This is an optimization exercise on Yosys and OpenROAD, whose aim is small area, a short achievable clock period and few clock cycles per item, not a production implementation. Where RTL was checked, it was by simulation tests only, not by an equivalence proof against the original. Function not checked in run 2: the RTL went through the layout flow alone. No activity file was given, so power comes from the tool's default toggle rates.

==> flow/design.v, too long to show whole: its modules and the start of the top module <==
// module mux2X1: 8 lines
// module carry_lookahead_adder_8_bit: 19 lines
// module CLA_8bit_slice: 38 lines
// module carry_lookahead_adder_32_bit: 13 lines
// module mpa_bx: 6 lines
// module mpa_xor: 5 lines
// module mpa_ha: 6 lines
// module mpa_and: 5 lines
// module mpa_gp: 6 lines
// module mpa_nd: 6 lines
// module mpa_ng: 5 lines
// module mp_adder: 1061 lines
module mp_adder (
    input  wire         iAddSub,
    input  wire         iClk,
    input  wire         iRst,
    input  wire         iStart,
    input  wire [511:0] iOpA,
    input  wire [511:0] iOpB,
    output wire [512:0] oRes,
    output wire         oDone);
  // ...
==> flow/flow/run.sh <==
#!/bin/bash
# Standard ORFS layout (the standard.sh) with three changes to how it is done:
# - buffer_ports gives every input and output port a buf_1 cell (the resizer
#   still sizes them as timing needs) instead of the cell it picks by default;
# - the ports are placed in bit order round the die edge, each bit's
#   iOpA/iOpB/oRes side by side (flow/pinorder.tcl, before place_pins);
# - before the resize step's repair_design, high-fanout nets get buffer trees
#   built from their sinks' locations (flow/pre_resize.tcl, flow/tree.tcl).
set -euo pipefail
export BUFFER_PORTS_ARGS="-buffer_cell sky130_fd_sc_hd__buf_1"
export PRE_IO_PLACEMENT_TCL="$(pwd)/flow/pinorder.tcl"
export PRE_RESIZE_TCL="$(pwd)/flow/pre_resize.tcl"
bash standard.sh > standard_flow.log 2>&1
==> flow/flow/pinorder.tcl <==
# Place the ports in bit order around the die: bit i's iOpA[i], iOpB[i] and
# oRes[i] sit next to each other, bits 0..511 go round the die edge (bottom
# left to right, right edge upwards, top right to left, left edge downwards),
# and the control ports fill the gap between bit 511 and bit 0.
proc po_slots {} {
  set block [ord::get_db_block]
  set die [$block getDieArea]
  set dbu [$block getDbUnitsPerMicron]
  set W [expr {[$die xMax] / double($dbu)}]
  set H [expr {[$die yMax] / double($dbu)}]
  set m 10.0
  set slots {}
  # bottom: met2 tracks x = 0.23 + 0.46k, two tracks apart
  for {set x [expr {0.23 + 0.46 * ceil(($m - 0.23) / 0.46)}]} {$x <= $W - $m} {set x [expr {$x + 0.92}]} {
    lappend slots [list met2 $x 0.0]
  }
  # right: met3 tracks y = 0.34 + 0.68k
  for {set y [expr {0.34 + 0.68 * ceil(($m - 0.34) / 0.68)}]} {$y <= $H - $m} {set y [expr {$y + 1.36}]} {
    lappend slots [list met3 $W $y]
  }
  # top, right to left
  set top {}
  for {set x [expr {0.23 + 0.46 * ceil(($m - 0.23) / 0.46)}]} {$x <= $W - $m} {set x [expr {$x + 0.92}]} {
    lappend top [list met2 $x $H]
  }
  set slots [concat $slots [lreverse $top]]
  # left, top to bottom
  set left {}
  for {set y [expr {0.34 + 0.68 * ceil(($m - 0.34) / 0.68)}]} {$y <= $H - $m} {set y [expr {$y + 1.36}]} {
    lappend left [list met3 0.0 $y]
  }
  return [concat $slots [lreverse $left]]
}

proc po_place {name slot} {
  lassign $slot layer x y
  if {$layer == "met2"} { set sz {0.14 0.485} } else { set sz {0.8 0.3} }
  place_pin -pin_name $name -layer $layer -location [list $x $y] -pin_size $sz -force_to_die_boundary
}

proc po_all {} {
  set slots [po_slots]
  set ns [llength $slots]
  set ctrl {iClk iRst iStart iAddSub oDone oRes[512]}
  # bits spread evenly over the ring, leaving room for the control ports at the end
  set nbits 512
  set used [expr {3 * $nbits + [llength $ctrl]}]
  if {$used > $ns} { error "pinorder: $used ports but only $ns slots" }
  set step [expr {double($ns - [llength $ctrl]) / $nbits}]
  for {set i 0} {$i < $nbits} {incr i} {
    set s [expr {int(floor($i * $step))}]
    po_place "iOpA\[$i\]" [lindex $slots $s]
    po_place "iOpB\[$i\]" [lindex $slots [expr {$s + 1}]]
    po_place "oRes\[$i\]" [lindex $slots [expr {$s + 2}]]
  }
  set s [expr {$ns - [llength $ctrl]}]
  foreach c $ctrl {
    po_place $c [lindex $slots $s]
    incr s
  }
  puts "pinorder: placed [expr {3 * $nbits + [llength $ctrl]}] ports on $ns slots"
}
po_all
==> flow/flow/pre_resize.tcl <==
# Runs inside ORFS's resize step (3_4), after global placement and before its
# repair_design: every signal net with more than 16 sinks gets a buffer tree
# built from its sinks' placed locations (flow/tree.tcl), instead of the
# chain of buffers that repair_design would lay along the net.
source [file join [file dirname [info script]] tree.tcl]
bt_all 16 16 6 {sky130_fd_sc_hd__buf_4 sky130_fd_sc_hd__buf_8}
==> flow/flow/tree.tcl <==
# Buffer trees for high-fanout signal nets, built by recursive bisection of
# the sinks' placed locations (a leaf buffer drives at most LEAF sinks that
# lie close together; upper levels drive at most UP buffers each).
proc bt_split {pts maxn} {
  # pts: list of {pin x y}; returns a list of clusters of at most maxn points
  if {[llength $pts] <= $maxn} { return [list $pts] }
  set xs [lmap p $pts {lindex $p 1}]
  set ys [lmap p $pts {lindex $p 2}]
  set dx [expr {[tcl::mathfunc::max {*}$xs] - [tcl::mathfunc::min {*}$xs]}]
  set dy [expr {[tcl::mathfunc::max {*}$ys] - [tcl::mathfunc::min {*}$ys]}]
  set k [expr {$dx >= $dy ? 1 : 2}]
  set s [lsort -real -index $k $pts]
  # split into halves whose sizes are multiples of maxn where possible
  set n [llength $s]
  set nc [expr {($n + $maxn - 1) / $maxn}]
  set h [expr {(($nc + 1) / 2) * $maxn}]
  if {$h >= $n} { set h [expr {$n / 2}] }
  return [concat [bt_split [lrange $s 0 [expr {$h - 1}]] $maxn] [bt_split [lrange $s $h end] $maxn]]
}

proc bt_sinks {net} {
  set pts {}
  foreach it [$net getITerms] {
    if {[$it isOutputSignal]} { continue }
    set inst [$it getInst]
    set bb [$inst getBBox]
    set x [expr {([$bb xMin] + [$bb xMax]) / 2.0}]
    set y [expr {([$bb yMin] + [$bb yMax]) / 2.0}]
    lappend pts [list "[$inst getName]/[[$it getMTerm] getName]" $x $y]
  }
  return $pts
}

proc bt_net {netname leaf up cells} {
  set block [ord::get_db_block]
  set dbu [$block getDbUnitsPerMicron]
  set lvl 0
  set maxn $leaf
  while {1} {
    set net [$block findNet $netname]
    set pts [bt_sinks $net]
    if {[llength $pts] <= $maxn} { break }
    set cell [lindex $cells [expr {min($lvl, [llength $cells] - 1)}]]
    set i 0
    foreach cl [bt_split $pts $maxn] {
      set sx 0.0; set sy 0.0
      foreach p $cl { set sx [expr {$sx + [lindex $p 1]}]; set sy [expr {$sy + [lindex $p 2]}] }
      set cx [expr {$sx / [llength $cl] / $dbu}]
      set cy [expr {$sy / [llength $cl] / $dbu}]
      set pins [get_pins [lmap p $cl {lindex $p 0}]]
      insert_buffer -buffer_cell $cell -net [get_nets $netname] -load_pins $pins -location [list $cx $cy] \
        -buffer_name "bt_${lvl}_${i}_$netname"
      incr i
    }
    puts "bt_net $netname: level $lvl, $i buffers of $cell"
    incr lvl
    set maxn $up
  }
}

# all signal nets with more than minfo sinks (clock nets excluded)
proc bt_all {minfo leaf up cells} {
  set block [ord::get_db_block]
  set names {}
  foreach net [$block getNets] {
    if {[$net getSigType] != "SIGNAL"} { continue }
    if {[$net isSpecial]} { continue }
    set n 0
    set drv 0
    foreach it [$net getITerms] { if {[$it isOutputSignal]} { incr drv } else { incr n } }
    if {$drv != 1 || $n <= $minfo} { continue }
    if {[llength [$net getBTerms]] > 0} { continue }
    lappend names [$net getName]
  }
  foreach nm $names { bt_net $nm $leaf $up $cells }
}
==> flow/standard.sh <==
#!/bin/bash
# synth_recipe.tcl (not shown) runs the flow's synth.tcl, then flattens the netlist and writes it again
# the make line also repeats each setting of config.mk as NAME=value (left out here)
make -C /OpenROAD-flow-scripts/flow DESIGN_CONFIG=/design/flow/config.mk WORK_HOME=/design/flow/orfs CLKGATE_MAP_FILE= SYNTH_SCRIPT=/design/flow/synth_recipe.tcl "${@:-finish}"
==> flow/config.mk <==
export PLATFORM = sky130hd
export DESIGN_NAME = mp_adder
export DESIGN_NICKNAME = mp_adder
export VERILOG_FILES = /design/flow/design.v
export SDC_FILE = /design/flow/constraint.sdc
export NUM_CORES = 4
export LEC_CHECK = 0
export CAP_MARGIN = 20
export CORE_AREA = 10 10 460 460
export DIE_AREA = 0 0 470 470
export GPL_TIMING_DRIVEN = 0
export SETUP_SLACK_MARGIN = 0.8
export SLEW_MARGIN = 20
export SYNTH_HIERARCHICAL = 1
==> flow/constraint.sdc <==
create_clock -name core_clock -period 5.0 [get_ports {iClk}]
set_input_delay 1.0000 -clock core_clock [delete_from_list [all_inputs] [get_ports {iClk}]]
set_output_delay 1.0000 -clock core_clock [all_outputs]
set_load 0.01 [all_outputs]
==> summary.md, run 1 <==
| Metric | Value |
|---|---|
| Synth warn | `7` |
| Most frequent cells in the layout | `buf_1 (1492), xor2_1 (1017), a21o_1 (779)` |
| HPWL after DPL | `130400 µm` |
| Lkg Pwr | `21.18 nW` |
| Sequential share of power | `0.130` |
| Slew @ Worst Pin | `0.8380 ns` |
| RePlAce Congestion | `0.8461` |
| Register area share after synthesis | `0.08720` |
| CP max stage delay | `0.34 ns` |
| Grt met1 use | `0.1378` |
| Cells after synthesis | `3590` |
| Top reg by flops | `rC` |
| Count leader, synth | `xor2_1` |
| Fin cells | `7927` |
| Clk cell area share | `0.01647` |
| Comb power frac | `0.720` |
| Critical path startpoint category | `input pin` |
| Run status | `finished clean` |
| Max reg flops | `127` |
| Worst-case hold slack | `0.6677 ns` |
| Mapped Nets | `5130` |
| Cell type taking the most area | `multi-input gates` |
| Met2 Usage GRT | `0.2306` |
| Via count | `30861` |
| Dominant cells by area after synthesis | `xor2_1 (30%), ha_1 (22%), a21o_1 (21%), dfxtp_1 (8.7%), and2_1 (6.8%)` |
| Commonest non-fill, non-tap cell in the layout | `buf_1` |
| Final non-clock buffer share | `0.1694` |
| M3 GR Usage | `0.02789` |
| Routed metal-1 wirelength | `58800 µm` |
Testbench counts, summed over its fixed seeds: cycles 768, items 384.
==> run 2: changes to the inputs <==
--- a/flow/design.v
+++ b/flow/design.v
@@ -129,17 +129,18 @@
     wire [127:0] cg, cp, cc;
     reg  [127:1] rC;      
     reg         rCout;
     reg         rDone;
     wire [127:0] ci = {rC, iAddSub};
     genvar j;
     generate for (j = 0; j < 128; j = j + 1) begin : chunk
         mpa_bx  u_bx  (.s(iAddSub), .b(iOpB[4*j +: 4]), .bx(bx[4*j +: 4]));
-        mpa_ha  u_pg  (.a(iOpA[4*j +: 4]), .b(bx[4*j +: 4]), .p(p[4*j +: 4]), .g(g[4*j +: 4]));
+        mpa_xor u_p   (.a(iOpA[4*j +: 4]), .b(bx[4*j +: 4]), .y(p[4*j +: 4]));
+        mpa_and u_g   (.a(iOpA[4*j +: 4]), .b(bx[4*j +: 4]), .y(g[4*j +: 4]));
         mpa_gp  u_gp  (.p(p[4*j +: 4]), .g(g[4*j +: 4]), .G(cg[j]), .Pc(cp[j]));
         assign c[4*j] = ci[j];
         mpa_ng  u_c1  (.gh(g[4*j+0]), .ph(p[4*j+0]), .gl(c[4*j+0]), .g(c[4*j+1]));
         mpa_ng  u_c2  (.gh(g[4*j+1]), .ph(p[4*j+1]), .gl(c[4*j+1]), .g(c[4*j+2]));
         mpa_ng  u_c3  (.gh(g[4*j+2]), .ph(p[4*j+2]), .gl(c[4*j+2]), .g(c[4*j+3]));
         mpa_xor u_s   (.a(p[4*j +: 4]), .b(c[4*j +: 4]), .y(sum[4*j +: 4]));
     end endgenerate
     wire G0c;
==> flow/flow/pre_resize.tcl (replaced) <==
# Runs inside ORFS's resize step (3_4), after global placement and before its
# repair_design: every signal net with more than 12 sinks gets a buffer tree
# built from its sinks' placed locations (flow/tree.tcl), instead of the
# chain of buffers that repair_design would lay along the net.
source [file join [file dirname [info script]] tree.tcl]
bt_all 12 12 8 {sky130_fd_sc_hd__buf_4 sky130_fd_sc_hd__buf_8}
==> run 2 against run 1 <==
Sequential power barely moved. Clock power fell by 4%. Sequential cell count did not move. Synthesized cell count rose by 14%. Non-clock buffer count rose by 38. Combinational power rose by 2%. Cell area rose by 4.4%. First-iteration DRC count rose by 3.3%. Utilization rose by 0.90 points. Worst hold slack improved by 0.0039 ns. Clock-buffer cell count did not move. Setup slack improved by 0.049 ns. Highest routed layer is now met4.
==> summary.md, run 2 <==
| Metric | Value |
|---|---|
| Register area share after synthesis | `0.08358 (-0.003616)` |
| Via-to-Cell Ratio | `3.904` |
| Final core occ | `0.2117` |
| Final Hold Viols | `0` |
| Share of the synthesized area in the top cell type | `0.4354` |
| Max-cap violation count | `0` |
| Vias in the first global route | `34192` |
| Slew HR | `0.4846` |
| Final Cycle Share | `0.8364` |
| Critical Path AT | `3.18 ns` |
| Post-Syn Area | `30900 µm²` |
| Synth warn | `7 (unchanged)` |
| WL/cell | `17.35 µm` |
| Crit path buf inv count | `5` |
| Die ar. | `220900 µm²` |
| Ports | `0` |
| Initial Utilization | `0.1530` |
| CP delay by family, top | `buffers and inverters` |
| DIE WIDTH | `470 µm` |
| Worst path cell trace | `buf_6 -> buf_12 -> buf_12 -> buf_6 -> xor2_1 -> xor2_1 -> a21o_1 -> a21o_1 -> a21o_1 -> xor2_1 -> buf_1` |
| Fin cells | `8478 (+7.0%)` |
| Min-delay src | `iRst` |
| Via count | `33099 (+7.3%)` |
| HPWL after DPL | `133900 µm (+2.7%)` |
| PD cells | `251.6 nW/µm²` |
| Final WL | `147100 µm` |
| Area Growth Syn to Fin | `38.36%` |
| CTS Sinks | `129` |
| Commonest cells post-synth | `xor2_1 (1536), a21o_1 (833), and2_1 (833)` |
| Post-synth top flop | `dfxtp_1` |
| Die H | `470 µm` |
| Count leader, synth | `xor2_1` |
| Cells after synthesis | `4102 (+14%)` |
| Syn_area_per_cell | `7.533 µm²` |
| Slew Viols, Final | `0` |
| Drt first pass iters | `4` |
| Unique masters post-synth | `10` |
| CTS Buf Count | `17` |
| Largest net degree at the start of global routing | `17` |
| Slew @ Worst Pin | `0.7763 ns (-0.06169 ns)` |
| Post-synthesis register bit count | `129` |
| Final Critical Period | `4.182 ns` |
| Min-delay worst type | `input pin to register` |
| H-tree levels | `4` |
| Initial antenna violation count | `25` |
| Clock Tree Buf Depth | `2` |
| Cells on Worst Hold Path | `2` |
| Synth area leader | `xor2_1` |
| Core area | `201900 µm²` |
| Setup TNS | `0 ns` |
| Mapped Nets | `5130 (unchanged)` |
| Total power | `10.75 mW` |
| Share of cells above drive strength 1 | `0.05991` |
| Final setup viols | `0` |
| Number of synthesized flops with an enable pin | `0` |
| Top reg by flops | `rC` |
| CP max stage delay | `0.23 ns (-0.11 ns)` |
| Remaining DRCs | `0` |
| Hold Path End | `rDone` |
| CP Capture Type | `output port` |
| Asr flop ratio synth | `0` |
| RePlAce Congestion | `0.8484 (+0.27%)` |
| CTS tree | `built` |
| Lkg Pwr | `20.77 nW (-2.0%)` |
| Row cnt | `165` |
| DRT antenna net count | `0` |
| DRT iter0 DRCs | `778` |
| CTS Root Cell | `clkbuf_16` |
| RSZ-0062 raised after global routing | `true` |
| Hold-fix buffers, CTS | `0` |
| Crit Path Category | `input pin to output port` |
| Congestion Overflow GR | `0` |
| Dominant cells by area after synthesis | `xor2_1 (44%), a21o_1 (20%), and2_1 (17%), dfxtp_1 (8.4%), a21oi_1 (4.1%)` |
| Global-route wire length before repair | `208500 µm` |
| IO buf count | `1541` |
| Commonest non-fill, non-tap cell in the layout | `buf_1` |
| Peak VDD IR | `0.0002712 V` |
| Max reg flops | `127 (unchanged)` |
| CP max stage cell | `buf_6` |
| Worst EP required | `4.00 ns` |
| Most frequent cells in the layout | `buf_1 (1537), xor2_1 (1450), and2_1 (791)` |
| Total GRT Usage | `0.1257` |
| Placed Cells incl. Taps | `8365` |
| Largest regs | `rC (127), rCout (1), rDone (1)` |
| Layout Nets | `6808` |
| Critical path startpoint category | `input pin` |
| Run status | `finished clean` |
| Max Fclk | `239.1 MHz` |
| Clock transition at path regs | `0.08 ns` |
| CP max FO | `12` |
[run 2: cell count changes in the layout (fill, tap and decap cells not counted), moves of 11 or more]
| cell | before | now |
|---|---|---|
| and2_1 | 312 | 791 |
| ha_1 | 509 | 0 |
| buf_4 | 48 | 87 |
| buf_2 | 20 | 1 |
| clkbuf_2 | 28 | 2 |
| a21o_2 | 26 | 40 |
| xor2_1 | 1017 | 1450 |
| and2_2 | 9 | 42 |
| buf_12 | 14 | 3 |
| buf_6 | 2 | 18 |
| xor2_2 | 7 | 84 |
| buf_1 | 1492 | 1537 |
[run 2: metrics by stage]
stage | hold WS (ns) | setup slack (ns) | instance area (µm²)
finish | 0.6717 | 0.8181 | 42750
global route | 0.5973 | 0.6893 | 42720
CTS | 0.5823 | 0.7916 | 41740
detailed placement | 1.219 | -1.629 | 40460
global placement | 1.221 | -27.31 | 40030
floorplan | 1.064 | 1.704 | 30900
[run 2: cell families (layout without fill, tap and decap cells)]
| logic type | count (synthesis) | count (layout) | synth area share |
|---|---|---|---|
| AOI/OAI and AO/OA | 1217 | 1217 | 0.2646 |
| xor gates and xnor gates | 1536 | 1536 | 0.4354 |
| buffers and inverters | 1 | 1691 | 0.0002431 |
| DFF | 129 | 129 | 0.08358 |
| other | 0 | 14 | 0 |
| and+or+nand+nor | 1219 | 1219 | 0.2162 |
[run 2: timing repair]
action                                  in CTS  in global routing
buffers inserted                            50                 18
pin swaps                                   48                 69
gates resized for setup                    102                156
endpoints found under the setup margin     324                150
[run 2: per-module statistics from Yosys (local to each module, per instance)]
module / flip-flops and latches / cells / area [µm²]
mp_adder: 129 / 132 / 2618
mpa_and: 0 / 4 / 25.02
mpa_bx: 0 / 4 / 35.03
mpa_gp: 0 / 6 / 26.28
mpa_nd: 0 / 2 / 13.76
mpa_ng: 0 / 1 / 7.507
mpa_xor: 0 / 4 / 35.03
[run 2: power breakdown]
part | internal [mW] | switching (mW)
sequential | 1.24 | 0.141
combinational | 2.96 | 4.88
clock | 0.896 | 0.637
[run 2: layout make-up]
class	instances	area, µm²
flip-flops and latches	129	2582
multi-input cells	3972	29260
clock inverters	12	207.7
fillers	23104	159200
diodes	14	35.03
clock buffers	19	442.9
plain buffers	1	7.507
well taps	2672	3343
repair buffers	1659	6873
[run 2: how the worst max path moves through the flow]
| stage | start | to | slack, ns | cells after the start |
|---|---|---|---|---|
| after global routing | iAddSub | oRes[419] | 0.69 | 11 |
| after CTS | iAddSub | rC[127] | 0.79 | 16 |
| after detailed placement | iAddSub | rCout | -1.63 | 16 |
| final | iAddSub | oRes[251] | 0.82 | 11 |
| after global placement | iAddSub | rCout | -27.31 | 14 |
| after floorplan | iAddSub | rCout | 1.70 | 13 |
[run 2: layer usage]
metal / part of all wire / up-vias / wire [µm] / global-route usage
li1: - / 17000 / - / -
met1: 0.41 / 15084 / 59760 / 0.1408
met2: 0.53 / 895 / 77270 / 0.2386
met3: 0.051 / 120 / 7432 / 0.02919
met4: 0.018 / 0 / 2640 / 0.02719
met5: 0 / - / 0 / 0

## separate check: timing with driven ports
No port has a modelled driver above. Below, the same layouts with a new extraction and two added sets of constraints. Step 1 assumes that a clkbuf_16 drives the clock port and a buf_2 every other input. Step 2, shift: input delay + t, output delay - t, t = (earliest + latest rising clock arrival at the registers) / 2. This alone moves slack from input paths to output paths. Slacks: ideal ports / drivers / drivers and shift; pairs: ideal ports / drivers.
run | shift t [ns] | setup WS [ns] | worst setup path at the end | slew at the worst register clock pin (ns) | worst data-port slew with drivers (ns)
run 1 | 0.609 | 0.769 / 0.764 / 0.175 | input to register | 0.08 / 0.08 | 0.09
run 2 | 0.622 | 0.818 / 0.764 / 0.257 | input to register | 0.08 / 0.08 | 0.07
After both steps every run listed still meets setup and hold. The setup slack of run 1, which loses most, moves by -0.005 ns with the drivers and by -0.594 ns with both steps.
